Source: an optimization exercise on an open RTL-to-GDS flow (aim: small area and a short achievable clock period). Production flows keep margins and buffers that such runs may drop. RTL that was checked went through simulation tests only; none was proved equivalent to the original. The RTL of runs 5 and 6 was laid out without a check of its function. In every run shown here, the design's own scripts or RTL, not TritonCTS, make the clock network. No driver is modelled on the clock port, so clock power and skew are understated where the tree is cut down; a real chip needs a root buffer or a tree. Power is estimated from default activity; no workload was simulated.

===== standard.sh =====
#!/bin/bash
# synth_recipe.tcl (not shown) runs the flow's synth.tcl, then flattens the netlist and writes it again
# the make line also repeats each setting of config.mk as NAME=value (left out here)
make -C /OpenROAD-flow-scripts/flow DESIGN_CONFIG=/design/flow/config.mk WORK_HOME=/design/flow/orfs CLKGATE_MAP_FILE= SYNTH_SCRIPT=/design/flow/synth_recipe.tcl "${@:-finish}"

===== flow/run.sh =====
#!/bin/bash
# Standard ORFS layout (the standard.sh, synthesis unchanged) with:
#  - port buffers of a plain buffer cell instead of the one buffer_ports picks;
#  - a hand-built two-level clock tree (flow/pre_cts.tcl, flow/mancts.tcl)
#    in place of TritonCTS's three-level one;
#  - gate sizing not held to cells of the same footprint.
set -uo pipefail
here=$(pwd)
bash standard.sh \
  BUFFER_PORTS_ARGS="-buffer_cell sky130_fd_sc_hd__buf_2" \
  PRE_CTS_TCL="$here/flow/pre_cts.tcl" \
  MATCH_CELL_FOOTPRINT=0 \
  finish > flow_make.log 2>&1

===== flow/pre_cts.tcl =====
# Runs before ORFS's CTS step: builds the clock tree by hand (mancts.tcl)
# and stands in for TritonCTS, whose tree has one buffer level more.
source [file join [file dirname [info script]] mancts.tcl]
set nsinks [llength [[[ord::get_db_block] findNet clk] getITerms]]
set nleaves [expr {max(4, int(round($nsinks / 24.0)))}]
mancts_build $nleaves 4
set_propagated_clock [all_clocks]
rename clock_tree_synthesis my_tritoncts_unused
proc clock_tree_synthesis { args } {
  puts "clock tree built by mancts.tcl; clock_tree_synthesis $args not run"
}

===== config.mk =====
export PLATFORM = sky130hd
export DESIGN_NAME = syc_FIFO
export DESIGN_NICKNAME = syc_FIFO
export VERILOG_FILES = /design/flow/design.v
export SDC_FILE = /design/flow/constraint.sdc
export NUM_CORES = 4
export LEC_CHECK = 0
export CAP_MARGIN = 20
export CORE_MARGIN = 2
export CORE_UTILIZATION = 40
export SETUP_SLACK_MARGIN = 1.4
export SLEW_MARGIN = 20

===== design.v =====
module syc_FIFO #(
    parameter DATA_WIDTH = 32,
    parameter DEPTH      = 16
)(
    input                       wr_en,
    input                       rd_en,
    input      [DATA_WIDTH-1:0] wr_data,
    input                       clk,
    input                       rstb,
    output reg [DATA_WIDTH-1:0] rd_data,
    output reg                  full,
    output wire                 empty
);
    localparam ADDR_WIDTH = $clog2(DEPTH);
    reg [DATA_WIDTH-1:0] memory [DEPTH-1:0];
    reg [DEPTH-1:0]      wr_sel, rd_sel;
    reg [ADDR_WIDTH-1:0] fill;
    reg                  not_empty;
    assign empty = ~not_empty;
    wire wr = wr_en & ~full;
    wire rd = rd_en & not_empty;
    wire one_word = (fill == 1);
    wire one_free = (fill == DEPTH - 1);
    wire up   = wr & ~rd;                         
    wire down = rd & ~wr;                         
    wire wr_load = full & rd_en;
    wire wr_step = wr_en & ~full & (rd_en | ~one_free);
    wire wr_hold = full ? ~rd_en : ~wr_en;
    wire rd_load = ~not_empty;
    wire rd_step = not_empty & rd_en;
    wire rd_hold = not_empty & ~rd_en;
    wire [DEPTH-1:0] wr_sel_next = ({DEPTH{wr_load}} & rd_sel)
                                 | ({DEPTH{wr_step}} & {wr_sel[DEPTH-2:0], wr_sel[DEPTH-1]})
                                 | ({DEPTH{wr_hold}} & wr_sel);
    wire [DEPTH-1:0] rd_sel_next = ({DEPTH{rd_load}} & wr_sel)
                                 | ({DEPTH{rd_step}} & {rd_sel[DEPTH-2:0], rd_sel[DEPTH-1]})
                                 | ({DEPTH{rd_hold}} & rd_sel);
    integer i;
    always @(posedge clk)
        for (i = 0; i < DEPTH; i = i + 1)
            if (wr_en & wr_sel[i]) memory[i] <= wr_data;
    reg [DATA_WIDTH-1:0] rd_word;
    always @* begin
        rd_word = {DATA_WIDTH{1'b0}};
        for (i = 0; i < DEPTH; i = i + 1)
            rd_word = rd_word | (memory[i] & {DATA_WIDTH{rd_sel[i]}});
    end
    always @(posedge clk)
        rd_sel <= rd_sel_next;
    always @(posedge clk or negedge rstb) begin
        if (!rstb) begin
            wr_sel    <= 1;
            fill      <= 0;
            rd_data   <= 0;
            full      <= 1'b0;
            not_empty <= 1'b0;
        end else begin
            if (rd) rd_data <= rd_word;
            wr_sel <= wr_sel_next;
            full      <= full ? ~rd_en : (wr_en & ~rd_en & one_free);
            not_empty <= not_empty ? ~(rd_en & ~wr_en & one_word) : wr_en;
            if (up)
                fill <= fill + 1'b1;
            else if (down)
                fill <= fill - 1'b1;
        end
    end
endmodule

===== flow/mancts.tcl =====
# Two-level clock tree built by hand: the clock port drives one root
# clkbuf_16 in the middle of the sinks, which drives one clkbuf_16 per
# cluster of flip-flops (k-means on the flip-flop positions).
proc mancts_build { nclusters {nroots 1} {bufname sky130_fd_sc_hd__clkbuf_16} {rootname sky130_fd_sc_hd__clkbuf_16} } {
  set block [ord::get_db_block]
  set db [ord::get_db]
  set master [$db findMaster $bufname]
  set rmaster [$db findMaster $rootname]
  set clk_net [$block findNet clk]
  set sinks {}
  set xs {}
  set ys {}
  foreach it [$clk_net getITerms] {
    set inst [$it getInst]
    set bb [$inst getBBox]
    lappend sinks $it
    lappend xs [expr {([$bb xMin] + [$bb xMax]) / 2.0}]
    lappend ys [expr {([$bb yMin] + [$bb yMax]) / 2.0}]
  }
  set n [llength $sinks]
  puts "mancts: $n sinks, $nclusters clusters"
  # k-means, seeded on a grid over the sinks' bounding box
  set xmin [tcl::mathfunc::min {*}$xs]; set xmax [tcl::mathfunc::max {*}$xs]
  set ymin [tcl::mathfunc::min {*}$ys]; set ymax [tcl::mathfunc::max {*}$ys]
  set g [expr {int(ceil(sqrt($nclusters)))}]
  set cx {}; set cy {}
  for {set k 0} {$k < $nclusters} {incr k} {
    set i [expr {$k % $g}]; set j [expr {$k / $g}]
    set gy [expr {int(ceil(double($nclusters) / $g))}]
    lappend cx [expr {$xmin + ($i + 0.5) * ($xmax - $xmin) / $g}]
    lappend cy [expr {$ymin + ($j + 0.5) * ($ymax - $ymin) / $gy}]
  }
  set cap [expr {int(ceil(double($n) / $nclusters * 1.15))}]
  for {set iter 0} {$iter < 30} {incr iter} {
    # capacity-limited assignment: nearest centre with room left
    set order {}
    for {set s 0} {$s < $n} {incr s} {
      set best 1e30
      for {set k 0} {$k < $nclusters} {incr k} {
        set d [expr {abs([lindex $xs $s] - [lindex $cx $k]) + abs([lindex $ys $s] - [lindex $cy $k])}]
        if {$d < $best} { set best $d }
      }
      lappend order [list $s $best]
    }
    set order [lsort -real -index 1 $order]
    set cnt [lrepeat $nclusters 0]
    set asg [lrepeat $n 0]
    foreach e $order {
      set s [lindex $e 0]
      set best 1e30; set bk 0
      for {set k 0} {$k < $nclusters} {incr k} {
        if {[lindex $cnt $k] >= $cap} continue
        set d [expr {abs([lindex $xs $s] - [lindex $cx $k]) + abs([lindex $ys $s] - [lindex $cy $k])}]
        if {$d < $best} { set best $d; set bk $k }
      }
      lset asg $s $bk
      lset cnt $bk [expr {[lindex $cnt $bk] + 1}]
    }
    set sx [lrepeat $nclusters 0.0]; set sy [lrepeat $nclusters 0.0]
    for {set s 0} {$s < $n} {incr s} {
      set k [lindex $asg $s]
      lset sx $k [expr {[lindex $sx $k] + [lindex $xs $s]}]
      lset sy $k [expr {[lindex $sy $k] + [lindex $ys $s]}]
    }
    for {set k 0} {$k < $nclusters} {incr k} {
      set c [lindex $cnt $k]
      if {$c > 0} {
        lset cx $k [expr {[lindex $sx $k] / $c}]
        lset cy $k [expr {[lindex $sy $k] / $c}]
      }
    }
  }
  puts "mancts: cluster sizes $cnt"
  # group the leaf buffers into nroots groups, one root buffer each
  set rasg [mancts_kmeans $cx $cy $nroots]
  set leaf_nets {}
  set root_nets {}
  for {set r 0} {$r < $nroots} {incr r} {
    set sx 0.0; set sy 0.0; set c 0
    for {set k 0} {$k < $nclusters} {incr k} {
      if {[lindex $rasg $k] == $r} { set sx [expr {$sx + [lindex $cx $k]}]; set sy [expr {$sy + [lindex $cy $k]}]; incr c }
    }
    set root [odb::dbInst_create $block $rmaster clkbuf_root_$r]
    $root setLocation [expr {int($sx / $c)}] [expr {int($sy / $c)}]
    $root setPlacementStatus PLACED
    set root_net [odb::dbNet_create $block clknet_root_$r]
    $root_net setSigType CLOCK
    [$root findITerm A] connect $clk_net
    [$root findITerm X] connect $root_net
    lappend root_nets $root_net
    puts "mancts: root $r drives $c leaves"
  }
  for {set k 0} {$k < $nclusters} {incr k} {
    set b [odb::dbInst_create $block $master clkbuf_leaf_$k]
    $b setLocation [expr {int([lindex $cx $k])}] [expr {int([lindex $cy $k])}]
    $b setPlacementStatus PLACED
    set ln [odb::dbNet_create $block clknet_leaf_$k]
    $ln setSigType CLOCK
    [$b findITerm A] connect [lindex $root_nets [lindex $rasg $k]]
    [$b findITerm X] connect $ln
    lappend leaf_nets $ln
  }
  for {set s 0} {$s < $n} {incr s} {
    set it [lindex $sinks $s]
    $it disconnect
    $it connect [lindex $leaf_nets [lindex $asg $s]]
  }
}

# plain capacity-limited k-means on points, returns the assignment list
proc mancts_kmeans { xs ys k } {
  set n [llength $xs]
  set cap [expr {int(ceil(double($n) / $k))}]
  set idx [lsort -real -indices $xs]
  set cx {}; set cy {}
  for {set j 0} {$j < $k} {incr j} {
    set p [lindex $idx [expr {int(($j + 0.5) * $n / $k)}]]
    lappend cx [lindex $xs $p]; lappend cy [lindex $ys $p]
  }
  for {set iter 0} {$iter < 20} {incr iter} {
    set cnt [lrepeat $k 0]
    set asg [lrepeat $n 0]
    for {set s 0} {$s < $n} {incr s} {
      set best 1e30; set bk 0
      for {set j 0} {$j < $k} {incr j} {
        if {[lindex $cnt $j] >= $cap} continue
        set d [expr {abs([lindex $xs $s] - [lindex $cx $j]) + abs([lindex $ys $s] - [lindex $cy $j])}]
        if {$d < $best} { set best $d; set bk $j }
      }
      lset asg $s $bk
      lset cnt $bk [expr {[lindex $cnt $bk] + 1}]
    }
    for {set j 0} {$j < $k} {incr j} {
      set sx 0.0; set sy 0.0; set c 0
      for {set s 0} {$s < $n} {incr s} {
        if {[lindex $asg $s] == $j} { set sx [expr {$sx + [lindex $xs $s]}]; set sy [expr {$sy + [lindex $ys $s]}]; incr c }
      }
      if {$c} { lset cx $j [expr {$sx / $c}]; lset cy $j [expr {$sy / $c}] }
    }
  }
  return $asg
}

===== constraint.sdc =====
create_clock -name core_clock -period 3.0 [get_ports {clk}]
set_input_delay 0.6000 -clock core_clock [delete_from_list [all_inputs] [get_ports {clk}]]
set_output_delay 0.6000 -clock core_clock [all_outputs]
set_load 0.01 [all_outputs]

==> results of run 1 <==
-- final cells by class --
class / count / area, um^2
fillers: 4478 / 29100
flip-flops and latches: 582 / 17100
multi-input cells: 457 / 3690
repair buffers: 125 / 957
well taps: 688 / 861
plain buffers: 28 / 701
inverters: 20 / 80.1
diodes: 1 / 2.50
-- critical path, cell delays in order (launching register included) --
cell,delay (ps)
sky130_fd_sc_hd__dfrtp_1,410
sky130_fd_sc_hd__buf_4,150
sky130_fd_sc_hd__buf_2,130
-- state kept, by name, summed over array words and instances (netlist names) --
| signal | count |
|---|---|
| rd_sel | 16 |
| not_empty | 1 |
| rd_data | 32 |
| wr_sel | 16 |
| memory | 512 |
| fill | 4 |
| full | 1 |
-- routing by layer --
| layer | vias to the layer above | track usage [%] | part of all wire, % |
|---|---|---|---|
| met3 | 56 | 2.02 | 6.7 |
| met1 | 5964 | 26.7 | 42 |
| met4 | 4 | 3.42 | 2.1 |
| met5 | - | 0 | 0.044 |
| met2 | 415 | 32.4 | 49 |
| li1 | 4854 | - | - |
-- cell usage after synthesis (all sizes together) (17+ instances only) --
library cell,number
dfrtp,53
nor2,51
a41oi,33
inv,20
a22o,96
and2,18
mux2i,17
a221oi,96
a22oi,64
edfxtp,512
buf,66
a21oi,17
and3,32
-- kinds of logic after synthesis --
logic type,after synthesis,share of synthesized area (%)
buffers and inverters,102,2.52
adder cells (fa/ha/maj),4,0.237
flip-flops,582,80.6
XOR/XNOR,4,0.166
AND/OR/NAND/NOR,107,2.60
multiplexers,17,0.805
AO/OA/AOI/OAI,325,13.0
-- worst min-delay path by stage --
| stage | start | cells after the start | slack (ps) | end |
|---|---|---|---|---|
| floorplan | rstb | 0 | 300 | fill[0]$_DFFE_PN0P_ |
| global placement | fill[3]$_DFFE_PN0P_ | 1 | 510 | fill[3]$_DFFE_PN0P_ |
| detailed placement | fill[3]$_DFFE_PN0P_ | 1 | 520 | fill[3]$_DFFE_PN0P_ |
| CTS | rstb | 1 | 280 | rd_data[9]$_DFFE_PN0P_ |
| global route | rstb | 1 | 270 | rd_data[28]$_DFFE_PN0P_ |
| finish | rstb | 1 | 230 | rd_data[9]$_DFFE_PN0P_ |
-- where the power goes --
group	total [mW]	internal [mW]	switching [mW]
clock	3.99	1.69	2.30
sequential	11.5	10.3	1.20
combinational	4.92	1.83	3.09
total	20.4	13.8	6.59
-- stage by stage --
step                utilization (%)  hold slack (ps)  cell area [um^2]  setup WS [ps]
finish                         44.6              234             23400           1390
global route                   44.6              272             23400           1300
CTS                            44.3              278             23200           1250
detailed placement             42.6              515             22300            787
global placement               42.6              506             22300            826
floorplan                         -              304             21200           1020
-- what timing repair did --
| item | 4_1_cts | 5_1_grt |
|---|---|---|
| gates cloned | 1 | 0 |
| buffers inserted | 15 | 4 |
| pin swaps | 2 | 11 |
| gates resized for setup | 26 | 19 |
| setup endpoints to repair | 233 | 39 |
| endpoints found under the hold margin | 0 | 0 |
==> run summary, run 1 <==
- The count of pins on the block boundary is 70.
- Derived from the worst setup path, the maximum achievable clock frequency is 620 MHz.
- For flop-to-flop paths, the worst setup slack is 1390 ps.
- The number of instances in the placed design is 1852.
- In the layout the commonest cells are sky130_fd_sc_hd__edfxtp_1 (512), sky130_fd_sc_hd__a22o_1 (96), sky130_fd_sc_hd__a221oi_1 (81).
- The type of the setup path with the least slack is reg2out.
- Setup violations remaining at the end of the flow were counted as 0.
- The floorplan die area is 54700 um^2.
- Counting cells, the worst reg-to-reg path comes to 7.
- The most critical setup path has its startpoint at full$_DFF_PN0_.
- The wire-length estimate of the detail-placed layout is 28.2 mm.
- The power density over the cells is 871 nW/um^2.
- The top fanout value on the critical path is 4.
- The die height is 234 um.
- Measured along the x axis, the die boundary spans 234 um.
- The worst setup path is launched from a flip-flop.
- Summing over every cut layer, the via total after detailed routing is 11300.
- By area the synthesized netlist is led by sky130_fd_sc_hd__edfxtp_1 (73%), sky130_fd_sc_hd__dfrtp_1 (6.3%), sky130_fd_sc_hd__a22o_1 (4.0%), sky130_fd_sc_hd__a221oi_1 (3.8%), sky130_fd_sc_hd__a22oi_1 (2.3%).
- The first global-routing pass estimated 76.2 mm of wire.
- Headroom to the max-slew limit came out at 49.6%.
- The total congestion overflow after global routing is 0.
- The number of nets in the synthesized netlist is 1181.
- The maximum number of pins on one net before global-route repair is 65.
- The dominant register cell in the synthesized netlist is sky130_fd_sc_hd__edfxtp_1.
- The smallest clock period supported by the final layout is computed as 1610 ps.
- The post-route clock period utilization is 53.7%.
- The placeable core area is 52400 um^2.
- The kind of end point of the critical path is a primary output.
- The sum of negative setup slack is 0 ps.
- The insertion delay of the later-clocked pin in the worst-skew pair is 380 ps.
- The post-synthesis cell type with the largest combined area is sky130_fd_sc_hd__edfxtp_1.
- The flow ran to the end and the layout has no timing, DRC or antenna violations.
- The count of cells in the finished layout, fillers not included, comes to 1901.
- The warning count from the yosys run is 2.
- The overall routed net length is 52.9 mm.
- A synthesized cell averages 18.5 um^2.
- For the pin with the worst max-slew slack, the measured transition is 755 ps.
- The source of the worst register-to-register timing path is not_empty$_DFF_PN0_.
- The initial antenna violation count is 3.
- Using the TritonRoute via totals, the vias-per-cell ratio works out to 5.94.
- The critical path arrival is 1010 ps.
- The share of synthesized area in the top cell type comes to 72.7%.
- The max-slew violation count is 0.
- The required time of the worst setup path is 2400 ps.
- Max-cap violations in this run came to 0.
- The count of input and output buffers is 69.
- The first detailed-routing pass took 9 iterations.
- From synthesis to final layout, the design area changed by 10.6%.
- The hold violation total from the final report is 0.
- The worst register-to-register path ends at fill[3]$_DFFE_PN0P_.
- The number of DRC violations after detailed-routing iteration 0 is 1251.
- The synthesized netlist occupies a cell area of 21100 um^2.
- The clock transition time at the flip-flop clock pins of the worst setup and hold paths is 110 ps.
- The fraction of final layout cells sized beyond drive strength 1 is 17.7%.
- The effective utilization at floorplan is 40.3%.
- The fraction of registers with async set/reset is 9.28%.
- Counting flops and latches in the post-synthesis netlist gives 582.
- The number of routed nets with antenna violations is 0.
- The design draws 20.4 mW.
- The detailed-route DRC error count is 0.
- VDD sags by at most 498 uV.
- Clock skew on the completed layout was measured at 60.2 ps.
- The detailed-route wire length per cell is 27.8 um.
- The gate count after technology mapping is 1141.
- In this run the core area contains 84 standard-cell rows.
- The library cell used most frequently in the layout, excluding fill and tap cells, is sky130_fd_sc_hd__edfxtp_1.
- The final weighted congestion of routability-driven global placement is 0.755.
- The number of global-route vias before repair is 11000.
- For this run, the total global-route usage over all layers was measured as 19.0%.
- For this design, the CTS-stage hold fixing added 0 buffers.
- The destination of the critical timing path is full.
- Sequential cells were found to cover 80.6% of the synthesized design area.
- The min-delay analysis places its worst path in the category in2async.
- The analysis attributes to cell leakage a power of 7.78 nW.
- At the end of the flow, the number of nets in the layout was 1254.
- In this run, synthesis inferred 512 flip-flops with an integrated enable.
- The number of distinct standard cells referenced by the synthesized netlist is 35.
- Setup repair after global routing could not meet its margin everywhere.
==> run 2: changes to the inputs <==
--- a/config.mk
+++ b/config.mk
@@ -9,3 +9,3 @@
 export CORE_MARGIN = 2
-export CORE_UTILIZATION = 40
+export CORE_UTILIZATION = 35
 export SETUP_SLACK_MARGIN = 1.4
==> run 2 against run 1 <==
Against the previous run:
- still clean on timing, DRC and antenna
- register-to-register slack hardly changed
- die area is 14% higher
- first-iteration DRC count is 0.64% higher
- final area is 1.6% higher
- hold slack better by 36 ps
- critical path depth is 1 higher
- clock skew is 23 ps lower
- global-route usage is 2.2 points lower
- synthesized cell count stayed put
- largest power group unchanged
==> run summary, run 2 <==
- The largest register by flop count is memory.
- The max-slew violation count is 0 (unchanged).
- The number of routed nets with antenna violations is 0 (unchanged).
- The combined flip-flop and latch cell area is 17100 um^2 (about the same).
- The count of pins on the block boundary is 70 (unchanged).
- The number of synthesized register bits is 582 (unchanged).
- The logic depth of the worst setup path including buffers is 3 (+1).
- For this run, the leading register cell type out of synthesis is sky130_fd_sc_hd__edfxtp_1.
- The insertion delay of the later-clocked pin in the worst-skew pair came to 370 ps (about the same).
- The net count after synthesis was 1181 (unchanged).
- The total standard cell area after synthesis came to 21100 um^2 (unchanged).
- The utilization of the core after routing was 39.6% (-5.0 points).
- The number of buffer and inverter instances along the worst setup path is 3 (+1).
- The total congestion overflow after global routing is 0 (unchanged).
- The number of standard cells in the final layout excluding fillers is 2014 (+5.9%).
- The floorplan die area is 62400 um^2 (+14%).
- The initial antenna violation count is 5 (+2).
- The gate family responsible for the most delay along the worst path is flip-flops.
- The detailed-route wire length per cell is 27.4 um (-1.6%).
- The number of DRC violations after detailed-routing iteration 0 came to 1259 (+0.64%).
- Sorting the synthesized cells by area gives the leading types as sky130_fd_sc_hd__edfxtp_1 (73%), sky130_fd_sc_hd__dfrtp_1 (6.3%), sky130_fd_sc_hd__a22o_1 (4.0%), sky130_fd_sc_hd__a221oi_1 (3.8%), sky130_fd_sc_hd__a22oi_1 (2.3%).
- The die height is 250 um (+6.8%).
- In the final layout, the registers with the most flip-flops are memory (512), rd_data (32).
- The average footprint of a synthesized cell is 18.5 um^2 (unchanged).
- The critical path arrival is 1040 ps (+30 ps).
- The layout-stage area growth over the synthesis result is 12.4%.
- The first-pass GRT wire length is 77.7 mm (+2.1%).
- The power density over the cells is 873 nW/um^2 (+0.28%).
- The maximum number of pins on one net before global-route repair is 65 (unchanged).
- The routed via count divided by cell count came to 5.76 (-3.1%).
- The upper clock frequency limit is 609 MHz (-1.8%).
- The final weighted congestion of routability-driven global placement came to 0.729 (-3.5%).
- The worst setup path is of the reg2out kind.
- The setup violation total in the final timing report is 0 (unchanged).
- The final layout net count is 1272 (+1.4%).
- The run finished with no timing, DRC or antenna violations.
- The number of optimization iterations in the first detailed-route pass was 6 (-3).
- The effective utilization at floorplan came to 35.2% (-5.1 points).
- The transition at the pin with the smallest max-transition slack is 735 ps (-20.0 ps).
- The number of global-route vias before repair is 11200 (+2.1%).
- Leaving out fill and tap cells, the most frequent cells in the layout are sky130_fd_sc_hd__edfxtp_1 (512), sky130_fd_sc_hd__a22o_1 (96), sky130_fd_sc_hd__a221oi_1 (81).
- The required time of the worst setup path was 2400 ps (about the same).
- The largest stage delay on the critical path came to 430 ps (+20 ps).
- Walking the worst path, the cells encountered are buf_12 > clkinv_8 > buf_6.
- The most instantiated library cell after synthesis is sky130_fd_sc_hd__edfxtp_1.
- The overall fraction of global-route tracks in use is 16.8% (-2.2 points).
- The placeable core area was 60000 um^2 (+14%).
- The via count of the routed design is 11600 (+2.6%).
- The fraction of registers with async set/reset is 9.28% (unchanged).
- The post-route clock period utilization is 54.7% (+1.0 points).
- The worst min-delay path class is in2async.
- The largest clock skew in the final design was 37.4 ps (-22.8 ps).
- The number of fillers in the final layout is 5397 (+21%).
- The number of synthesized flops with an enable pin is 512 (unchanged).
- The slowest stage of the critical path belongs to the cell sky130_fd_sc_hd__dfrtp_2.
- The kind of end point of the critical path is a primary output.
- The total of max-cap violations was 0 (unchanged).
- The relative max-transition margin came to 51.0% (+1.3 points).
- The clock transition time at the flip-flop clock pins of the worst setup and hold paths was 90 ps (-20 ps).
- The area of the multi-input gates is 3710 um^2 (+0.54%).
- The most common cell after layout, fill and taps aside is sky130_fd_sc_hd__edfxtp_1.
- The top fanout value on the critical path is 3 (-1).
- The number of buffers inserted for hold repair after clock tree synthesis was 0 (unchanged).
- The reported leakage power is 7.91 nW (+1.6%).
- The number of instances in the placed design is 1949 (+5.2%).
- The flip-flop count of the largest register, all copies and words added is 512 (unchanged).
- The warning count from the yosys run came to 2 (unchanged).
- The detailed-route DRC error count was 0 (unchanged).
- Setup repair after global routing could not meet its margin everywhere.
- The hold violation total from the final report is 0 (unchanged).
- The post-detailed-placement half-perimeter wirelength is 28.6 mm (+1.7%).
- The fraction of final layout cells sized beyond drive strength 1 was 19.0% (+1.3 points).
- By count the netlist is led by sky130_fd_sc_hd__edfxtp_1 (512), sky130_fd_sc_hd__a22o_1 (96), sky130_fd_sc_hd__a221oi_1 (91).
- The die boundary width came to 250 um (+6.8%).
- The overall routed net length is 55.1 mm (+4.2%).
- The standard-cell row count is 90 (+7.1%).
- The proportion of synthesized chip area in sequential cells was 80.6% (unchanged).
- The count of input and output buffers was 69 (unchanged).
- The element type at the critical path start is a flip-flop.
- The number of distinct standard cells referenced by the synthesized netlist is 35 (unchanged).
- The number of cells on the worst reg-to-reg path is 5 (-2).
- The sum of negative setup slack came to 0 ps (unchanged).
- The largest voltage drop on the vdd net is 461 uV (-7.4%).
- The area share of the largest cell type after synthesis came to 72.7% (unchanged).
- The post-synthesis cell type with the largest combined area is sky130_fd_sc_hd__edfxtp_1.
- The gate count after technology mapping came to 1141 (unchanged).
- The shortest clock period the worst path allows after layout is 1640 ps (+30.4 ps).
[run 2: cell count changes in the layout (fill, tap and decap cells not counted), sizes merged]
cell / delta
buf: +17
diode: +1
and2: +1
[run 2: logic make-up after synthesis]
logic type	after synthesis	synth area share (%)
flops	582	80.6
buf+inv	102	2.52
fa+ha+maj	4	0.237
mux	17	0.805
xor+xnor	4	0.166
compound gates	325	13.0
simple gates	107	2.60
[run 2: cell type report]
type | instances | area share [%]
diodes | 2 | 0.0211
multi-input cells | 458 | 15.6
inverters | 20 | 0.369
repair buffers | 142 | 5.00
well taps | 782 | 4.12
plain buffers | 28 | 2.95
flip-flops and latches | 582 | 71.9
[run 2: metrics by stage]
step	instance area [um^2]	setup WS (ps)	total power, mW	hold WS, ps
after floorplan	21200	1020	13.9	304
after global placement	22500	852	16.1	525
after detailed placement	22500	862	16.3	513
after CTS	23500	1340	20.5	293
after global routing	23800	1330	21.5	295
final	23800	1360	20.8	270
[run 2: per-layer routing]
metal	GRT usage [%]	up-vias	share of wire (%)
li1	-	4890	-
met1	24.1	6169	44
met2	27.8	463	48
met3	2.05	65	6.4
met4	2.96	4	2.0
met5	0	-	0.047
[run 2: power by group]
part / internal, mW / switching (mW) / leakage, nW
Clock: 1.69 / 2.25 / 0.345
Combinational: 2.06 / 3.39 / 2.21
Sequential: 10.3 / 1.10 / 5.35
[run 2: repair_timing]
action                                  CTS  global route
buffers inserted                         16            17
gates cloned                              1             1
pin swaps                                 2            14
gates resized for setup                  37            24
endpoints found under the setup margin  221            47
[run 2: final timing paths]
kind                                     startpoint             endpoint  slack, ps
worst max-delay path            not_empty$_DFF_PN0_                empty       1360
worst min-delay path                           rstb       full$_DFF_PN0_        270
worst max register to register       full$_DFF_PN0_  fill[3]$_DFFE_PN0P_       1380
worst min register to register  wr_sel[3]$_DFF_PN0_  wr_sel[4]$_DFF_PN0_        530
max in group asynchronous                      rstb  wr_sel[0]$_DFF_PN1_       2360
min in group core_clock                       rd_en       full$_DFF_PN0_        500
==> run 3: changes to the inputs <==
--- a/config.mk
+++ b/config.mk
@@ -9,3 +9,3 @@
 export CORE_MARGIN = 2
-export CORE_UTILIZATION = 35
+export CORE_UTILIZATION = 45
 export SETUP_SLACK_MARGIN = 1.4
==> run 3 against run 2 <==
Against the previous run:
- via count shrank 2.1%
- wire length shrank 3.9%
- hold slack lost 20 ps
- core utilization grew 10 points
- area after synthesis is the same
- worst setup slack lost 1.5 ps
- cell count shrank 9.9%
- synthesized cell count is the same
- final area shrank 2.4%
- largest power group unchanged
==> run summary, run 3 <==
- The count of input and output buffers was 69 (unchanged).
- The floorplan die area is 48700 um^2 (-22%).
- The clock power share is 19.5% (+0.5 points).
- The worst min-delay path class is in2async.
- The number of cells on the worst reg-to-reg path is 1 (-4).
- The post-detailed-placement half-perimeter wirelength is 26.6 mm (-7.1%).
- The cell internal power dissipation came to 13.7 mW (-2.1%).
- The dominant register cell in the synthesized netlist is sky130_fd_sc_hd__edfxtp_1.
- The reported leakage power is 7.74 nW (-2.1%).
- The area share of the largest cell type after synthesis is 72.7% (unchanged).
- The largest registers in the layout are memory (512), rd_data (32).
- The amount of wire on met3 after detailed routing is 3.73 mm (+5.6%).
- The detailed-route DRC error count came to 0 (unchanged).
- The number of synthesized register bits is 582 (unchanged).
- The number of global-route vias before repair came to 10900 (-2.6%).
- The flow ran to the end and the layout has no timing, DRC or antenna violations.
- The required time of the worst setup path is 2400 ps (about the same).
- The portion of total power attributed to sequential cells was 56.3% (+1.5 points).
- The flip-flop count of the largest register, all copies and words added was 512 (unchanged).
- The detailed-route wire length per cell is 29.2 um (+6.7%).
- The type of the setup path with the least slack is reg2out.
- The clock transition time at the flip-flop clock pins of the worst setup and hold paths came to 100 ps (about the same).
- The startpoint identified for the worst register-to-register timing path is wr_sel[0]$_DFF_PN1_.
- The largest voltage drop on the vdd net was 663 uV (+44%).
- The simple-gate share of the synthesized area came to 2.60% (unchanged).
- The fraction of the mapped netlist area in adder cells is 0.237% (unchanged).
- The overall routed net length was 52.9 mm (-3.9%).
- The proportion of synthesized chip area in sequential cells is 80.6% (unchanged).
- The proportion of power drawn by combinational gates is 24.2% (-2.1 points).
- The number of optimization iterations in the first detailed-route pass is 6 (unchanged).
- The largest register by flop count is memory.
- The top fanout value on the critical path came to 4 (+1).
- The fraction of registers with async set/reset is 9.28% (unchanged).
- The total power draw came to 20.3 mW (-2.2%).
- The insertion delay of the later-clocked pin in the worst-skew pair is 380 ps (about the same).
- The number of synthesized flops with an enable pin was 512 (unchanged).
- The number of DRC violations after detailed-routing iteration 0 is 1243 (-1.3%).
- The critical path arrival came to 1040 ps (about the same).
- In the synthesized netlist, the cells that appear most often are sky130_fd_sc_hd__edfxtp_1 (512), sky130_fd_sc_hd__a22o_1 (96), sky130_fd_sc_hd__a221oi_1 (91).
- By area, the combinational part of the netlist is dominated by compound AO/OA/AOI/OAI gates.
- The fraction of final layout cells sized beyond drive strength 1 is 16.8% (-2.2 points).
- The transition at the pin with the smallest max-transition slack is 766 ps (+30.5 ps).
- The gate family responsible for the most delay along the worst path is flip-flops.
- The average footprint of a synthesized cell came to 18.5 um^2 (unchanged).
- In the layout the commonest cells are sky130_fd_sc_hd__edfxtp_1 (512), sky130_fd_sc_hd__a22o_1 (96), sky130_fd_sc_hd__a221oi_1 (87).
- The largest clock skew in the final design is 47.1 ps (+9.70 ps).
- The largest stage delay on the critical path is 430 ps (about the same).
- The via count of the routed design is 11300 (-2.1%).
- The shortest clock period the worst path allows after layout is 1640 ps (+1.49 ps).
- The sum of negative setup slack came to 0 ps (unchanged).
- The number of fillers in the final layout is 3782 (-30%).
- The total congestion overflow after global routing is 0 (unchanged).
- The die boundary width is 221 um (-12%).
- The logic depth of the worst setup path including buffers came to 3 (unchanged).
- The detailed router used layers up to and including met5.
- The count of pins on the block boundary is 70 (unchanged).
- The number of buffer and inverter instances along the worst setup path is 3 (unchanged).
- The worst reg-to-reg setup slack was 1360 ps (-20 ps).
- The standard-cell row count was 79 (-12%).
- The overall fraction of global-route tracks in use is 21.4% (+4.6 points).
- Setup repair after global routing could not meet its margin everywhere.
- The die height is 221 um (-12%).
- Relative to the synthesized area, the layout overhead comes to 9.77%.
- The routed length on met2 is 25.1 mm (-4.9%).
- The mux cell area share after synthesis came to 0.805% (unchanged).
- The reg-to-reg critical path endpoint is memory[0][23]$_DFFE_PP_.
- The synthesized-area fraction occupied by ao, oa, aoi and oai cells was 13.0% (unchanged).
- The gate count after technology mapping was 1141 (unchanged).
- The number of distinct standard cells referenced by the synthesized netlist is 35 (unchanged).
- The upper clock frequency limit came to 608 MHz (about the same).
- The power density over the cells is 875 nW/um^2 (+0.19%).
- The number of routed nets with antenna violations is 0 (unchanged).
- The hold violation total from the final report is 0 (unchanged).
- The critical path goes through buf_12 > clkinv_4 > buf_6.
- The fraction of power spent switching nets is 32.5% (-0.046 points).
- The final layout net count is 1249 (-1.8%).
- The max-slew violation count was 0 (unchanged).
- The switching power of the nets came to 6.59 mW (-2.3%).
- After synthesis, the cell types taking the most area are sky130_fd_sc_hd__edfxtp_1 (73%), sky130_fd_sc_hd__dfrtp_1 (6.3%), sky130_fd_sc_hd__a22o_1 (4.0%), sky130_fd_sc_hd__a221oi_1 (3.8%), sky130_fd_sc_hd__a22oi_1 (2.3%).
- The final weighted congestion of routability-driven global placement is 0.758 (+3.9%).
- The post-route clock period utilization is 54.8% (about the same).
- The net count after synthesis is 1181 (unchanged).
- The setup violation total in the final timing report was 0 (unchanged).
- The relative max-transition margin is 48.9% (-2.0 points).
- For this design, the slowest cell found on the critical path is sky130_fd_sc_hd__dfrtp_2.
- The xor/xnor share of the synthesized area is 0.166% (unchanged).
- The kind of end point of the critical path is a primary output.
- Leaving out fill and tap cells, the most frequent cell in the layout is sky130_fd_sc_hd__edfxtp_1.
- Among all cell types in the netlist, the one instantiated most often is sky130_fd_sc_hd__edfxtp_1.
- sky130_fd_sc_hd__edfxtp_1 takes more of the synthesized area than any other cell.
- The total inserted antenna cells is 0 (-2).
- The first-pass GRT wire length was 75.6 mm (-2.8%).
- The warning count from the yosys run is 2 (unchanged).
- The routed metal-1 wirelength is 22.9 mm (-4.6%).
- The total standard cell area after synthesis is 21100 um^2 (unchanged).
- The placeable core area is 46500 um^2 (-23%).
- The element type at the critical path start is a flip-flop.
- The total of max-cap violations is 0 (unchanged).
- The initial antenna violation count came to 2 (-3).
- The routed via count divided by cell count came to 6.26 (+8.7%).
- The effective utilization at floorplan is 45.5% (+10 points).
- The maximum number of pins on one net before global-route repair is 65 (unchanged).
==> run 3: final cells by class <==
class,count,area [um^2],share of cell area [%]
plain buffers,28,701,3.02
multi-input cells,458,3660,15.8
repair buffers,119,902,3.89
flip-flops and latches,582,17100,73.7
well taps,607,759,3.27
inverters,20,80.1,0.345
==> run 3: through the flow <==
step / hold slack, ps / setup slack, ps / utilization (%) / cells / cell area, um^2
floorplan: 304 / 1020 / - / 1141 / 21200
global placement: 511 / 813 / 47.8 / 1769 / 22200
detailed placement: 510 / 763 / 47.8 / 1769 / 22200
CTS: 262 / 1340 / 49.7 / 1807 / 23100
global route: 277 / 1320 / 49.9 / 1814 / 23200
finish: 250 / 1360 / 49.9 / 1814 / 23200
==> run 3: worst max-delay path by stage <==
| stage | from | endpoint | slack [ps] |
|---|---|---|---|
| after floorplan | rd_en | fill[3]$_DFFE_PN0P_ | 1020 |
| after global placement | rd_en | wr_sel[6]$_DFF_PN0_ | 810 |
| after detailed placement | rd_en | wr_sel[14]$_DFF_PN0_ | 760 |
| after CTS | not_empty$_DFF_PN0_ | fill[3]$_DFFE_PN0P_ | 1340 |
| after global routing | full$_DFF_PN0_ | fill[3]$_DFFE_PN0P_ | 1320 |
| final | not_empty$_DFF_PN0_ | empty | 1360 |
==> run 3: repair_timing <==
action | 4_1_cts | 5_1_grt
setup buffers | 9 | 6
setup endpoints to repair | 283 | 44
hold buffers | 0 | 0
gates resized for setup | 27 | 14
cloned | 1 | 1
pin swaps | 3 | 4
==> run 3: logic make-up after synthesis <==
logic type,count (synthesis)
flip-flops,582
AO/OA/AOI/OAI,325
AND/OR/NAND/NOR,107
buffers and inverters,102
multiplexers,17
XOR/XNOR,4
adder cells (fa/ha/maj),4
==> run 3: power by group through the flow <==
| stage | combinational [mW] | clock (mW) | sequential (mW) |
|---|---|---|---|
| after global placement | 4.60 | 0 | 11.6 |
| final | 4.91 | 3.95 | 11.4 |
| after detailed placement | 4.63 | 0 | 11.6 |
| after CTS | 4.77 | 4.01 | 11.4 |
| after floorplan | 3.29 | 0 | 10.7 |
| after global routing | 5.26 | 4.25 | 11.5 |
==> run 3: routing by layer <==
layer,GRT usage (%),up-vias
li1,-,4844
met1,31.6,5969
met2,35.2,458
met3,2.09,74
met4,3.82,4
met5,0,-
==> run 4: changes to the inputs <==
--- a/config.mk
+++ b/config.mk
@@ -9,4 +9,4 @@
 export CORE_MARGIN = 2
-export CORE_UTILIZATION = 45
-export SETUP_SLACK_MARGIN = 1.4
+export CORE_UTILIZATION = 40
+export SETUP_SLACK_MARGIN = 1.45
 export SLEW_MARGIN = 20
==> run 4 against run 3 <==
Against the previous run:
- die area grew 12%
- register-to-register slack worse by 30 ps
- critical path depth rose by 2
- core utilization fell by 4.8 points
- sequential power about the same
- clock skew down 9.8 ps
- final area increased by 2.0%
- critical endpoint is now fill[3]$_DFFE_PN0P_
==> run summary, run 4 <==
- The combined flip-flop and latch cell area is 17100 um^2 (about the same).
- The worst register-to-register path ends at fill[3]$_DFFE_PN0P_.
- The number of cells on the worst reg-to-reg path is 5 (+4).
- The top fanout value on the critical path was 4 (unchanged).
- The sum of negative setup slack is 0 ps (unchanged).
- In this design, the largest share of critical-path delay is due to simple AND/OR/NAND/NOR gates.
- The shortest clock period the worst path allows after layout is 1670 ps (+28.6 ps).
- The total congestion overflow after global routing was 0 (unchanged).
- The largest voltage drop on the vdd net came to 398 uV (-40%).
- The area share of the largest cell type after synthesis was 72.7% (unchanged).
- The post-route clock period utilization came to 55.7% (+0.95 points).
- The total inserted antenna cells was 0 (unchanged).
- The required time of the worst setup path came to 3270 ps (+870 ps).
- The standard-cell row count came to 84 (+6.3%).
- The number of fillers in the final layout is 4421 (+17%).
- The first-pass GRT wire length is 77.6 mm (+2.7%).
- The dominant register cell in the synthesized netlist is sky130_fd_sc_hd__edfxtp_1.
- The number of synthesized register bits came to 582 (unchanged).
- The count of pins on the block boundary is 70 (unchanged).
- The most common cell after layout, fill and taps aside is sky130_fd_sc_hd__edfxtp_1.
- The final layout net count is 1273 (+1.9%).
- The number of distinct standard cells referenced by the synthesized netlist is 35 (unchanged).
- The number of routed nets with antenna violations was 0 (unchanged).
- The average footprint of a synthesized cell is 18.5 um^2 (unchanged).
- The largest clock skew in the final design is 37.4 ps (-9.78 ps).
- The number of buffer and inverter instances along the worst setup path is 0 (-3).
- The die height was 234 um (+6.0%).
- The layout-stage area growth over the synthesis result is 12.0%.
- The insertion delay of the later-clocked pin in the worst-skew pair was 370 ps (about the same).
- The power density over the cells was 876 nW/um^2 (+0.12%).
- The post-detailed-placement half-perimeter wirelength was 28.4 mm (+6.7%).
- The number of optimization iterations in the first detailed-route pass is 8 (+2).
- The final weighted congestion of routability-driven global placement was 0.720 (-5.0%).
- The via count of the routed design was 11300 (-0.062%).
- STA classifies the critical path startpoint as a flip-flop.
- The max-slew violation count is 0 (unchanged).
- The maximum number of pins on one net before global-route repair is 65 (unchanged).
- The gate count after technology mapping is 1141 (unchanged).
- The net count after synthesis came to 1181 (unchanged).
- The worst reg-to-reg setup slack is 1330 ps (-30 ps).
- The total of max-cap violations was 0 (unchanged).
- The count of input and output buffers is 69 (unchanged).
- The relative max-transition margin was 49.1% (+0.15 points).
- The proportion of synthesized chip area in sequential cells is 80.6% (unchanged).
- In the layout the commonest cells are sky130_fd_sc_hd__edfxtp_1 (512), sky130_fd_sc_hd__a22o_1 (96), sky130_fd_sc_hd__a221oi_1 (77).
- The effective utilization at floorplan was 40.3% (-5.2 points).
- The upper clock frequency limit is 598 MHz (-1.7%).
- The number of DRC violations after detailed-routing iteration 0 is 1161 (-6.6%).
- The flow ran to the end and the layout has no timing, DRC or antenna violations.
- The placeable core area is 52400 um^2 (+13%).
- The most instantiated library cell after synthesis is sky130_fd_sc_hd__edfxtp_1.
- The warning count from the yosys run was 2 (unchanged).
- The largest total area in the synthesized netlist belongs to sky130_fd_sc_hd__edfxtp_1.
- The die boundary width is 234 um (+6.0%).
- The startpoint identified for the worst register-to-register timing path is full$_DFF_PN0_.
- The routed via count divided by cell count is 5.91 (-5.5%).
- The largest stage delay on the critical path was 470 ps (+40 ps).
- In the final layout, the registers with the most flip-flops are memory (512), rd_data (32).
- The detailed-route wire length per cell came to 28.3 um (-3.1%).
- The worst hold path belongs to the class in2async.
- The smallest setup slack after layout is 1330 ps (-28.6 ps).
- Setup repair after global routing could not meet its margin everywhere.
- The clock transition time at the flip-flop clock pins of the worst setup and hold paths is 90 ps (about the same).
- The critical path arrival was 1940 ps (+900 ps).
- The hold violation total from the final report is 0 (unchanged).
- The largest individual stage delay along the critical path comes from the cell sky130_fd_sc_hd__or4_4.
- The fraction of final layout cells sized beyond drive strength 1 came to 19.8% (+3.0 points).
- The total power draw is 20.7 mW (+2.2%).
- The fraction of registers with async set/reset is 9.28% (unchanged).
- The reported leakage power is 7.90 nW (+2.1%).
- The transition at the pin with the smallest max-transition slack is 764 ps (-2.31 ps).
- The kind of end point of the critical path is a flip-flop.
- The detailed-route DRC error count is 0 (unchanged).
- The initial antenna violation count is 1 (-1).
- The final design instance area without fill is 23700 um^2 (+2.0%).
- The setup slack at placement came to 852 ps (+88.6 ps).
- The type of the setup path with the least slack is reg2reg.
- The overall fraction of global-route tracks in use is 19.3% (-2.1 points).
- The flip-flop count of the largest register, all copies and words added is 512 (unchanged).
- The instance area at placement was 22300 um^2 (+0.55%).
- The setup violation total in the final timing report is 0 (unchanged).
- Traced cell by cell, the critical path runs through and2b_2 > ha_4 > or4_4 > a21oi_2 > xor2_1.
- The total standard cell area after synthesis was 21100 um^2 (unchanged).
- Ranked by instance count, the synthesized netlist is headed by sky130_fd_sc_hd__edfxtp_1 (512), sky130_fd_sc_hd__a22o_1 (96), sky130_fd_sc_hd__a221oi_1 (91).
- The area of the multi-input gates came to 3760 um^2 (+2.6%).
- The floorplan die area is 54700 um^2 (+12%).
- The number of synthesized flops with an enable pin is 512 (unchanged).
- The number of global-route vias before repair came to 11300 (+3.6%).
- The largest register by flop count is memory.
- The overall routed net length came to 54.3 mm (+2.5%).
- By area the synthesized netlist is led by sky130_fd_sc_hd__edfxtp_1 (73%), sky130_fd_sc_hd__dfrtp_1 (6.3%), sky130_fd_sc_hd__a22o_1 (4.0%), sky130_fd_sc_hd__a221oi_1 (3.8%), sky130_fd_sc_hd__a22oi_1 (2.3%).
[run 4: cell counts after synthesis]
Identical to the previous run, type by type.
[run 4: through the flow]
step,util [%],std cells,hold slack (ps)
after floorplan,-,1141,304
after global placement,42.6,1852,533
after detailed placement,42.6,1852,511
after CTS,44.6,1902,243
after global routing,45.1,1919,263
final,45.1,1919,226
[run 4: final cells by class]
class	instances	area share, %
sequential	582	72.2
timing repair buffer	143	5.00
buffer	28	2.96
multi-input combinational	458	15.9
tap	688	3.64
inverter	20	0.317
[run 4: cell families after synthesis]
kind of cell	Yosys count	synth area share, %
flops	582	80.6
compound gates	325	13.0
simple gates	107	2.60
buf+inv	102	2.52
mux	17	0.805
xor+xnor	4	0.166
fa+ha+maj	4	0.237
[run 4: how the worst max path moves through the flow]
stage	startpoint	endpoint	slack (ps)	cells past startpoint
detailed placement	wr_en	fill[3]$_DFFE_PN0P_	850	6
floorplan	rd_en	fill[3]$_DFFE_PN0P_	1020	8
finish	full$_DFF_PN0_	fill[3]$_DFFE_PN0P_	1330	5
global route	full$_DFF_PN0_	fill[3]$_DFFE_PN0P_	1280	5
global placement	wr_en	fill[3]$_DFFE_PN0P_	840	6
CTS	not_empty$_DFF_PN0_	fill[3]$_DFFE_PN0P_	1320	7
[run 4: report_power, final]
part           internal (mW)  leakage, nW  switching, mW  total, mW
Combinational           2.05         2.21           3.33       5.38
Clock                   1.69        0.345           2.28       3.97
Sequential              10.3         5.35           1.13       11.4
[run 4: per-layer routing]
metal	GRT usage [%]	routed length, um	vias to the layer above
met1	27.5	23300	6038
li1	-	-	4889
met4	2.73	856	2
met2	33.4	27000	368
met3	1.59	3180	45
met5	0	8	-
[run 4: worst register-to-register path: stages (launching register included)]
cell and delay, ps:
sky130_fd_sc_hd__dfrtp_1 400, sky130_fd_sc_hd__and2b_2 260, sky130_fd_sc_hd__ha_4 160, sky130_fd_sc_hd__or4_4 470, sky130_fd_sc_hd__a21oi_2 140, sky130_fd_sc_hd__xor2_1 160
[run 4: repair_timing]
item | in CTS | in global routing
setup buffers | 20 | 15
resized for setup | 42 | 26
hold buffers | 0 | 0
pin swaps | 6 | 9
setup endpoints to repair | 405 | 72
cloned | 2 | 2
==> run 5: changes to the inputs <==
--- a/design.v
+++ b/design.v
@@ -13,6 +13,6 @@
 );
-    localparam ADDR_WIDTH = $clog2(DEPTH);
+    localparam J = DEPTH / 2;
     reg [DATA_WIDTH-1:0] memory [DEPTH-1:0];
     reg [DEPTH-1:0]      wr_sel, rd_sel;
-    reg [ADDR_WIDTH-1:0] fill;
+    reg [J-1:0]          fill;
     reg                  not_empty;
@@ -21,4 +21,4 @@
     wire rd = rd_en & not_empty;
-    wire one_word = (fill == 1);
-    wire one_free = (fill == DEPTH - 1);
+    wire one_word = fill[0] & ~fill[1];           
+    wire one_free = fill[J-1] & ~fill[J-2];       
     wire up   = wr & ~rd;                         
@@ -62,5 +62,5 @@
             if (up)
-                fill <= fill + 1'b1;
+                fill <= {fill[J-2:0], ~fill[J-1]};
             else if (down)
-                fill <= fill - 1'b1;
+                fill <= {~fill[0], fill[J-1:1]};
         end
--- a/config.mk
+++ b/config.mk
@@ -10,3 +10,3 @@
 export CORE_UTILIZATION = 40
-export SETUP_SLACK_MARGIN = 1.45
+export SETUP_SLACK_MARGIN = 1.35
 export SLEW_MARGIN = 20
==> run 5 against run 4 <==
Against the previous run:
- via count fell by 0.56%
- worst setup slack improved by 18 ps
- critical path depth fell by 3
- die area rose by 0.95%
- clock skew rose by 1.1 ps
- wire length fell by 5.3%
- fmax rose by 1.1%
- hold slack improved by 150 ps
- largest cell class unchanged
==> run summary, run 5 <==
- The run finished with no timing, DRC or antenna violations.
- The number of buffers inserted for hold repair after clock tree synthesis is 0 (unchanged).
- The commonest cells after synthesis are sky130_fd_sc_hd__edfxtp_1 (512), sky130_fd_sc_hd__a22o_1 (96), sky130_fd_sc_hd__a221oi_1 (77).
- The reported leakage power is 7.74 nW (-2.0%).
- The largest stage delay on the critical path is 680 ps (+210 ps).
- The count of input and output buffers is 69 (unchanged).
- Counting flops per register, the top entry is memory.
- The hold violation total from the final report is 0 (unchanged).
- The overall fraction of global-route tracks in use is 18.0% (-1.3 points).
- The post-detailed-placement half-perimeter wirelength is 27.8 mm (-2.2%).
- The utilization of the core after routing came to 44.4% (-0.73 points).
- The most common cell after layout, fill and taps aside is sky130_fd_sc_hd__edfxtp_1.
- The maximum number of pins on one net before global-route repair is 59 (-9.2%).
- The detailed-route wire length per cell is 27.1 um (-4.2%).
- The largest voltage drop on the vdd net is 508 uV (+28%).
- The first-pass GRT wire length is 75.6 mm (-2.6%).
- The final-layout worst hold slack is 376 ps (+150 ps).
- The number of DRC violations after detailed-routing iteration 0 is 1076 (-7.3%).
- The average footprint of a synthesized cell is 18.4 um^2 (-0.43%).
- The setup slack at placement is 667 ps (-185 ps).
- The smallest setup slack after layout was 1350 ps (+17.8 ps).
- The largest clock skew in the final design is 38.5 ps (+1.12 ps).
- The gate family responsible for the most delay along the worst path is simple AND/OR/NAND/NOR gates.
- The number of routed nets with antenna violations is 0 (unchanged).
- The net count after synthesis was 1194 (+1.1%).
- The number of fillers in the final layout came to 4448 (+0.61%).
- The flip-flop count of the largest register, all copies and words added is 512 (unchanged).
- The transition at the pin with the smallest max-transition slack is 988 ps (+224 ps).
- The initial antenna violation count was 3 (+2).
- The placeable core area came to 52700 um^2 (+0.40%).
- The shortest clock period the worst path allows after layout is 1650 ps (-17.8 ps).
- The source of the worst register-to-register timing path is not_empty$_DFF_PN0_.
- The fraction of final layout cells sized beyond drive strength 1 is 16.5% (-3.3 points).
- The number of synthesized flops with an enable pin came to 512 (unchanged).
- The area share of the largest cell type after synthesis is 72.0% (-0.70 points).
- The number of global-route vias before repair is 11400 (+0.73%).
- The die height is 235 um (+0.47%).
- Of all cell types, the one taking the most synthesized area is sky130_fd_sc_hd__edfxtp_1.
- The element type at the critical path start is an input pin.
- The total power draw came to 20.4 mW (-1.7%).
- The insertion delay of the later-clocked pin in the worst-skew pair came to 370 ps (about the same).
- The number of standard cells in the final layout excluding fillers is 1897 (-1.1%).
- The detailed-route DRC error count is 0 (unchanged).
- The critical path goes through buf_2 > and2_4.
- The floorplan die area is 55200 um^2 (+0.95%).
- The critical path in this run is classified as in2reg.
- The proportion of synthesized chip area in sequential cells is 80.3% (-0.30 points).
- The met3 demand-to-capacity share in global routing is 2.17% (+0.58 points).
- The number of buffer and inverter instances along the worst setup path came to 1 (+1).
- The effective utilization at floorplan is 40.5% (+0.23 points).
- For this design, the slowest cell found on the critical path is sky130_fd_sc_hd__and2_4.
- The reg-to-reg critical path endpoint is fill[7]$_DFFE_PN0P_.
- The upper clock frequency limit is 604 MHz (+1.1%).
- The layout-stage area growth over the synthesis result is 9.59%.
- The total congestion overflow after global routing is 0 (unchanged).
- The worst reg-to-reg setup slack is 1420 ps (+90 ps).
- After global routing, the most crowded layer is met2.
- The routing usage on met1 is 26.4% (-1.1 points).
- The via count of the routed design is 11300 (-0.56%).
- The clock transition time at the flip-flop clock pins of the worst setup and hold paths is 80 ps (about the same).
- The final design instance area without fill is 23400 um^2 (-1.2%).
- The max-slew violation count is 0 (unchanged).
- The final weighted congestion of routability-driven global placement is 0.728 (+1.1%).
- The number of instances in the placed design was 1860 (+0.43%).
- The largest registers in the layout are memory (512), rd_data (32).
- The final layout net count came to 1247 (-2.0%).
- By area the synthesized netlist is led by sky130_fd_sc_hd__edfxtp_1 (72%), sky130_fd_sc_hd__dfrtp_1 (6.7%), sky130_fd_sc_hd__a22o_1 (3.9%), sky130_fd_sc_hd__a221oi_1 (3.2%), sky130_fd_sc_hd__a22oi_1 (2.3%).
- The instance area at placement is 22500 um^2 (+0.77%).
- The number of optimization iterations in the first detailed-route pass is 11 (+3).
- The number of cells on the worst reg-to-reg path is 8 (+3).
- The post-route clock period utilization is 55.2% (-0.59 points).
- For this run, the leading register cell type out of synthesis is sky130_fd_sc_hd__edfxtp_1.
- The fraction of registers with async set/reset was 9.90% (+0.62 points).
- The die boundary width is 235 um (+0.47%).
- The worst hold path belongs to the class in2async.
- The most instantiated library cell after synthesis is sky130_fd_sc_hd__edfxtp_1.
- Setup repair after global routing could not meet its margin everywhere.
- The setup violation total in the final timing report came to 0 (unchanged).
- The library cells used most frequently in the layout, excluding fill and tap cells, are sky130_fd_sc_hd__edfxtp_1 (512), sky130_fd_sc_hd__a22o_1 (96), sky130_fd_sc_hd__a221oi_1 (74).
- The standard-cell row count was 84 (unchanged).
- The warning count from the yosys run came to 2 (unchanged).
- The count of pins on the block boundary is 70 (unchanged).
- The total of max-cap violations is 0 (unchanged).
- The top fanout value on the critical path is 32 (+28).
- The relative max-transition margin is 34.1% (-15 points).
- The routed via count divided by cell count was 5.95 (+0.59%).
- The critical path arrival was 1630 ps (-310 ps).
- The logic depth of the worst setup path including buffers was 2 (-3).
- The global routing usage on met2 is 29.4% (-4.0 points).
- The total standard cell area after synthesis came to 21300 um^2 (+0.96%).
- The required time of the worst setup path was 2980 ps (-290 ps).
- STA classifies the critical path endpoint as a flip-flop.
- The power density over the cells came to 872 nW/um^2 (-0.44%).
- The overall routed net length is 51.4 mm (-5.3%).
- The sum of negative setup slack came to 0 ps (unchanged).
- The number of distinct standard cells referenced by the synthesized netlist came to 29 (-17%).
- The number of synthesized register bits is 586 (+0.69%).
- The gate count after technology mapping came to 1157 (+1.4%).
## run 5: layout make-up
cell class                 count  area (um^2)  area share (%)
inverter                      20         80.1           0.342
antenna                        1         2.50          0.0107
buffer                        28          701            3.00
multi-input combinational    468         3760            16.1
sequential                   586        17200            73.5
timing repair buffer         106          792            3.39
tap                          688          861            3.68
## run 5: cells by family after synthesis
family	after synthesis	synth area share [%]
adder cells (fa/ha/maj)	1	0.0586
buffers and inverters	104	2.43
multiplexers	24	1.13
AND/OR/NAND/NOR	111	2.59
AO/OA/AOI/OAI	331	13.4
flip-flops	586	80.3
## run 5: timing repair
| item | 4_1_cts | 5_1_grt |
|---|---|---|
| resized for setup | 24 | 7 |
| endpoints found under the hold margin | 0 | 0 |
| buffers inserted | 4 | 2 |
| pin swaps | 1 | 6 |
| cloned | 2 | 0 |
| endpoints found under the setup margin | 129 | 184 |
## run 5: worst register-to-register path, delay by kind of cell, from the launching register on
family,cells,cell delay [ps]
flops,1,420
compound gates,1,120
fa+ha+maj,1,200
mux,1,200
buf+inv,3,360
simple gates,2,220
## run 5: routing by layer
metal	share of wire, %	vias to the layer above	routed length [um]
met2	47	397	24100
li1	-	4881	-
met4	2.1	6	1090
met3	6.8	66	3480
met5	0.064	-	33
met1	44	5928	22600
## run 5: worst max-delay path by stage
stage	to	slack [ps]	start
finish	memory[3][11]$_DFFE_PP_	1350	wr_en
CTS	memory[8][24]$_DFFE_PP_	1320	wr_en
global placement	fill[7]$_DFFE_PN0P_	710	rd_en
detailed placement	fill[1]$_DFFE_PN0P_	670	rd_en
floorplan	fill[7]$_DFFE_PN0P_	1340	rd_en
global route	memory[8][24]$_DFFE_PP_	1290	wr_en
## run 5: report_power, final
group	internal (mW)	total, mW	switching [mW]	leakage [nW]
logic	1.83	4.83	3.00	1.97
registers	10.3	11.6	1.35	5.43
clock network	1.69	3.95	2.26	0.345
total	13.8	20.4	6.62	7.74
==> run 6: changes to the inputs <==
--- a/design.v
+++ b/design.v
@@ -16,2 +16,3 @@
     reg [DEPTH-1:0]      wr_sel, rd_sel;
+    reg [DEPTH-1:0]      rd_sel_hi;          
     reg [J-1:0]          fill;
@@ -37,2 +38,5 @@
                                  | ({DEPTH{rd_hold}} & rd_sel);
+    wire [DEPTH-1:0] rd_sel_hi_next = ({DEPTH{rd_load}} & wr_sel)
+                                    | ({DEPTH{rd_step}} & {rd_sel_hi[DEPTH-2:0], rd_sel_hi[DEPTH-1]})
+                                    | ({DEPTH{rd_hold}} & rd_sel_hi);
     integer i;
@@ -41,2 +45,3 @@
             if (wr_en & wr_sel[i]) memory[i] <= wr_data;
+    localparam LO = DATA_WIDTH / 2;
     reg [DATA_WIDTH-1:0] rd_word;
@@ -45,6 +50,8 @@
         for (i = 0; i < DEPTH; i = i + 1)
-            rd_word = rd_word | (memory[i] & {DATA_WIDTH{rd_sel[i]}});
+            rd_word = rd_word | (memory[i] & {{(DATA_WIDTH-LO){rd_sel_hi[i]}}, {LO{rd_sel[i]}}});
     end
-    always @(posedge clk)
-        rd_sel <= rd_sel_next;
+    always @(posedge clk) begin
+        rd_sel    <= rd_sel_next;
+        rd_sel_hi <= rd_sel_hi_next;
+    end
     always @(posedge clk or negedge rstb) begin
==> run 6 against run 5 <==
Against the previous run:
- still clean on timing, DRC and antenna
- core utilization is 0.29 points lower
- critical path depth unchanged
- area after synthesis grew 2.1%
- clock skew is 6.2 ps lower
- total power rose by 2.7%
- wire length grew 4.6%
- global-route usage up 0.49 points
- critical path type is now reg2out
==> run summary, run 6 <==
- The max-slew violation count is 0 (unchanged).
- The placeable core area is 53800 um^2 (+2.2%).
- The via count of the routed design came to 11700 (+3.5%).
- The transition at the pin with the smallest max-transition slack was 921 ps (-66.7 ps).
- The total congestion overflow after global routing is 0 (unchanged).
- The top fanout value on the critical path came to 5 (-84%).
- The library cells used most frequently in the layout, excluding fill and tap cells, are sky130_fd_sc_hd__edfxtp_1 (512), sky130_fd_sc_hd__a22o_1 (96), sky130_fd_sc_hd__a221oi_1 (94).
- The required time of the worst setup path came to 2400 ps (-580 ps).
- The sum of negative setup slack came to 0 ps (unchanged).
- The number of buffer and inverter instances along the worst setup path is 2 (+1).
- The die height is 237 um (+1.0%).
- The relative max-transition margin is 38.6% (+4.4 points).
- The post-detailed-placement half-perimeter wirelength is 29.8 mm (+7.4%).
- The proportion of synthesized chip area in sequential cells is 80.1% (-0.21 points).
- The flip-flop count of the largest register, all copies and words added is 512 (unchanged).
- The total of max-cap violations is 0 (unchanged).
- The area share of the largest cell type after synthesis is 70.5% (-1.5 points).
- The run finished with no timing, DRC or antenna violations.
- The upper clock frequency limit is 599 MHz (-0.88%).
- The final layout net count is 1295 (+3.8%).
- The overall fraction of global-route tracks in use came to 18.5% (+0.49 points).
- The insertion delay of the later-clocked pin in the worst-skew pair is 370 ps (about the same).
- The gate count after technology mapping is 1209 (+4.5%).
- The power density over the cells was 882 nW/um^2 (+1.1%).
- Ranked by flip-flop count, first place goes to memory.
- In this run the critical register-to-register path is captured at rd_data[20]$_DFFE_PN0P_.
- sky130_fd_sc_hd__edfxtp_1 takes more of the synthesized area than any other cell.
- The fraction of registers with async set/reset is 9.63% (-0.26 points).
- By count the netlist is led by sky130_fd_sc_hd__edfxtp_1 (512), sky130_fd_sc_hd__a221oi_1 (96), sky130_fd_sc_hd__a22o_1 (96).
- The element type at the critical path start is a flip-flop.
- The critical path arrival is 1070 ps (-560 ps).
- The count of pins on the block boundary is 70 (unchanged).
- The layout-stage area growth over the synthesis result is 8.95%.
- The reported leakage power is 7.93 nW (+2.4%).
- The overall routed net length is 53.7 mm (+4.6%).
- The smallest setup slack after layout is 1330 ps (-14.7 ps).
- Setup repair after global routing could not meet its margin everywhere.
- The number of synthesized register bits was 602 (+2.7%).
- The number of DRC violations after detailed-routing iteration 0 is 1305 (+21%).
- The routed via count divided by cell count is 5.98 (+0.55%).
- The hold violation total from the final report is 0 (unchanged).
- In this run the critical register-to-register path is launched from rd_sel_hi[11]$_DFF_P_.
- The shortest clock period the worst path allows after layout is 1670 ps (+14.7 ps).
- The worst min-delay path class is in2async.
- The clock transition time at the flip-flop clock pins of the worst setup and hold paths came to 100 ps (+20 ps).
- The number of global-route vias before repair is 11600 (+2.0%).
- The total standard cell area after synthesis is 21800 um^2 (+2.1%).
- The type of the setup path with the least slack is reg2out.
- The number of synthesized flops with an enable pin is 512 (unchanged).
- The instance area at placement is 22900 um^2 (+1.7%).
- The setup slack at placement was 893 ps (+227 ps).
- The number of routed nets with antenna violations was 0 (unchanged).
- The post-route clock period utilization is 55.6% (+0.49 points).
- The most common cell after layout, fill and taps aside is sky130_fd_sc_hd__edfxtp_1.
- The gate family responsible for the most delay along the worst path is flip-flops.
- The total power draw was 20.9 mW (+2.7%).
- The detailed-route wire length per cell was 27.5 um (+1.6%).
- The worst reg-to-reg setup slack is 1410 ps (about the same).
- The detailed-route DRC error count came to 0 (unchanged).
- The number of cells on the worst reg-to-reg path came to 3 (-5).
- The largest registers in the layout are memory (512), rd_data (32).
- The largest voltage drop on the vdd net was 403 uV (-21%).
- The final weighted congestion of routability-driven global placement is 0.771 (+6.0%).
- The standard-cell row count is 85 (+1.2%).
- The utilization of the core after routing is 44.1% (-0.29 points).
- The dominant register cell in the synthesized netlist is sky130_fd_sc_hd__edfxtp_1.
- The warning count from the yosys run is 2 (unchanged).
- The final design instance area without fill is 23700 um^2 (+1.5%).
- By instance count, the leading cell after synthesis is sky130_fd_sc_hd__edfxtp_1.
- The number of buffers inserted for hold repair after clock tree synthesis came to 0 (unchanged).
- The effective utilization at floorplan is 40.5% (about the same).
- The worst setup path is captured at a primary output.
- The die boundary width is 237 um (+1.0%).
- The first-pass GRT wire length was 78.0 mm (+3.1%).
- The floorplan die area was 56400 um^2 (+2.1%).
- The maximum number of pins on one net before global-route repair is 59 (unchanged).
- The net count after synthesis is 1246 (+4.4%).
- The signal on the critical path passes through inv_4 > buf_4.
- The count of input and output buffers came to 69 (unchanged).
- Yosys attributes the largest share of cell area to sky130_fd_sc_hd__edfxtp_1 (71%), sky130_fd_sc_hd__dfrtp_1 (6.5%), sky130_fd_sc_hd__a221oi_1 (3.9%), sky130_fd_sc_hd__a22o_1 (3.9%), sky130_fd_sc_hd__dfxtp_1 (2.9%).
- The average footprint of a synthesized cell is 18.0 um^2 (-2.3%).
- The largest clock skew in the final design is 32.2 ps (-6.25 ps).
- The initial antenna violation count was 3 (unchanged).
- The setup violation total in the final timing report came to 0 (unchanged).
- The fraction of final layout cells sized beyond drive strength 1 was 14.9% (-1.6 points).
- For this design, the slowest cell found on the critical path is sky130_fd_sc_hd__dfrtp_2.
- The number of distinct standard cells referenced by the synthesized netlist is 29 (unchanged).
- The number of optimization iterations in the first detailed-route pass is 10 (-1).
- The largest stage delay on the critical path is 490 ps (-190 ps).
==> run 6: kinds of logic after synthesis <==
group	share of synthesized area (%)
adder cells (fa/ha/maj)	0.0574
multiplexers	1.84
buffers and inverters	2.44
AND/OR/NAND/NOR	2.54
flip-flops	80.1
AO/OA/AOI/OAI	13.0
==> run 6: routing by layer <==
layer	up-vias	wire length [um]	GRT usage [%]	share of wire (%)
met5	-	0	0	0
met3	49	3440	2.62	6.4
li1	5048	-	-	-
met1	6193	23900	26.8	45
met4	0	769	2.90	1.4
met2	385	25600	30.5	48
==> run 6: area by class of cell <==
cell class / instances / area [um^2]
sequential: 602 / 17500
multi-input combinational: 501 / 3880
timing repair buffer: 104 / 686
antenna: 1 / 2.50
fill: 4649 / 30100
inverter: 20 / 80.1
buffer: 29 / 726
tap: 696 / 871
==> run 6: worst max path at each step <==
stage          depth (start not counted)                 endpoint                  start
3_3_place_gp                           3  memory[13][0]$_DFFE_PP_                  wr_en
3_5_place_dp                           6     wr_sel[12]$_DFF_PN0_                  rd_en
5_1_grt                                2                    empty    not_empty$_DFF_PN0_
4_1_cts                                4  rd_data[31]$_DFFE_PN0P_  rd_sel_hi[10]$_DFF_P_
6_report                               2                    empty    not_empty$_DFF_PN0_
2_1_floorplan                         10      fill[7]$_DFFE_PN0P_                  rd_en
==> run 6: stage by stage <==
stage                     hold WS (ps)  instances
after detailed placement           511       1919
after floorplan                    304       1209
after global placement             500       1919
final                              364       1953
after global routing               420       1953
after CTS                          399       1950
==> run 6: power breakdown <==
part	switching, mW	internal [mW]
logic	2.77	1.78
registers	1.74	10.6
clock network	2.31	1.74
total	6.83	14.1
==> run 6: repair_timing <==
action,in CTS,in global routing
pin swaps,2,4
gates cloned,1,1
endpoints found under the hold margin,0,0
setup endpoints to repair,98,89
resized for setup,32,9
buffers inserted,1,1

-- re-timing with driven ports --
How much do the figures lean on ideal ports? The routed layouts below were timed once more, with nothing changed but the port constraints. Step 1 (the two cells are an assumption about what drives the block):
set clk [get_ports {clk}]
set_driving_cell -lib_cell sky130_fd_sc_hd__clkbuf_16 $clk
set_driving_cell -lib_cell sky130_fd_sc_hd__buf_2 [delete_from_list [all_inputs] $clk]
Step 2 also shifts input and output timing later by t, the mid clock arrival at the registers, as if the neighbouring blocks saw the same clock. Slacks: ideal ports / drivers / drivers and shift; pairs: ideal ports / drivers.
run | shift t [ns] | slack for setup (ns) | worst hold slack (ns) | worst setup path at the end | worst register clock-pin slew, ns
run 1 | 0.458 | 1.388 / 1.284 / 1.031 | 0.234 / 0.162 / 0.529 | input to register | 0.11 / 0.11
run 2 | 0.465 | 1.358 / 1.240 / 1.011 | 0.270 / 0.177 / 0.529 | input to register | 0.10 / 0.10
run 3 | 0.463 | 1.356 / 1.247 / 1.006 | 0.250 / 0.161 / 0.550 | input to register | 0.10 / 0.10
run 4 | 0.460 | 1.328 / 1.247 / 0.966 | 0.226 / 0.144 / 0.532 | input to register | 0.10 / 0.10
run 5 | 0.464 | 1.345 / 1.266 / 0.947 | 0.376 / 0.294 / 0.527 | input to register | 0.10 / 0.10
run 6 | 0.465 | 1.331 / 1.221 / 1.029 | 0.364 / 0.292 / 0.525 | input to register | 0.10 / 0.10
After both steps every run listed still meets setup and hold. The setup slack of run 5, which loses most, moves by -0.079 ns with the drivers and by -0.398 ns with both steps.
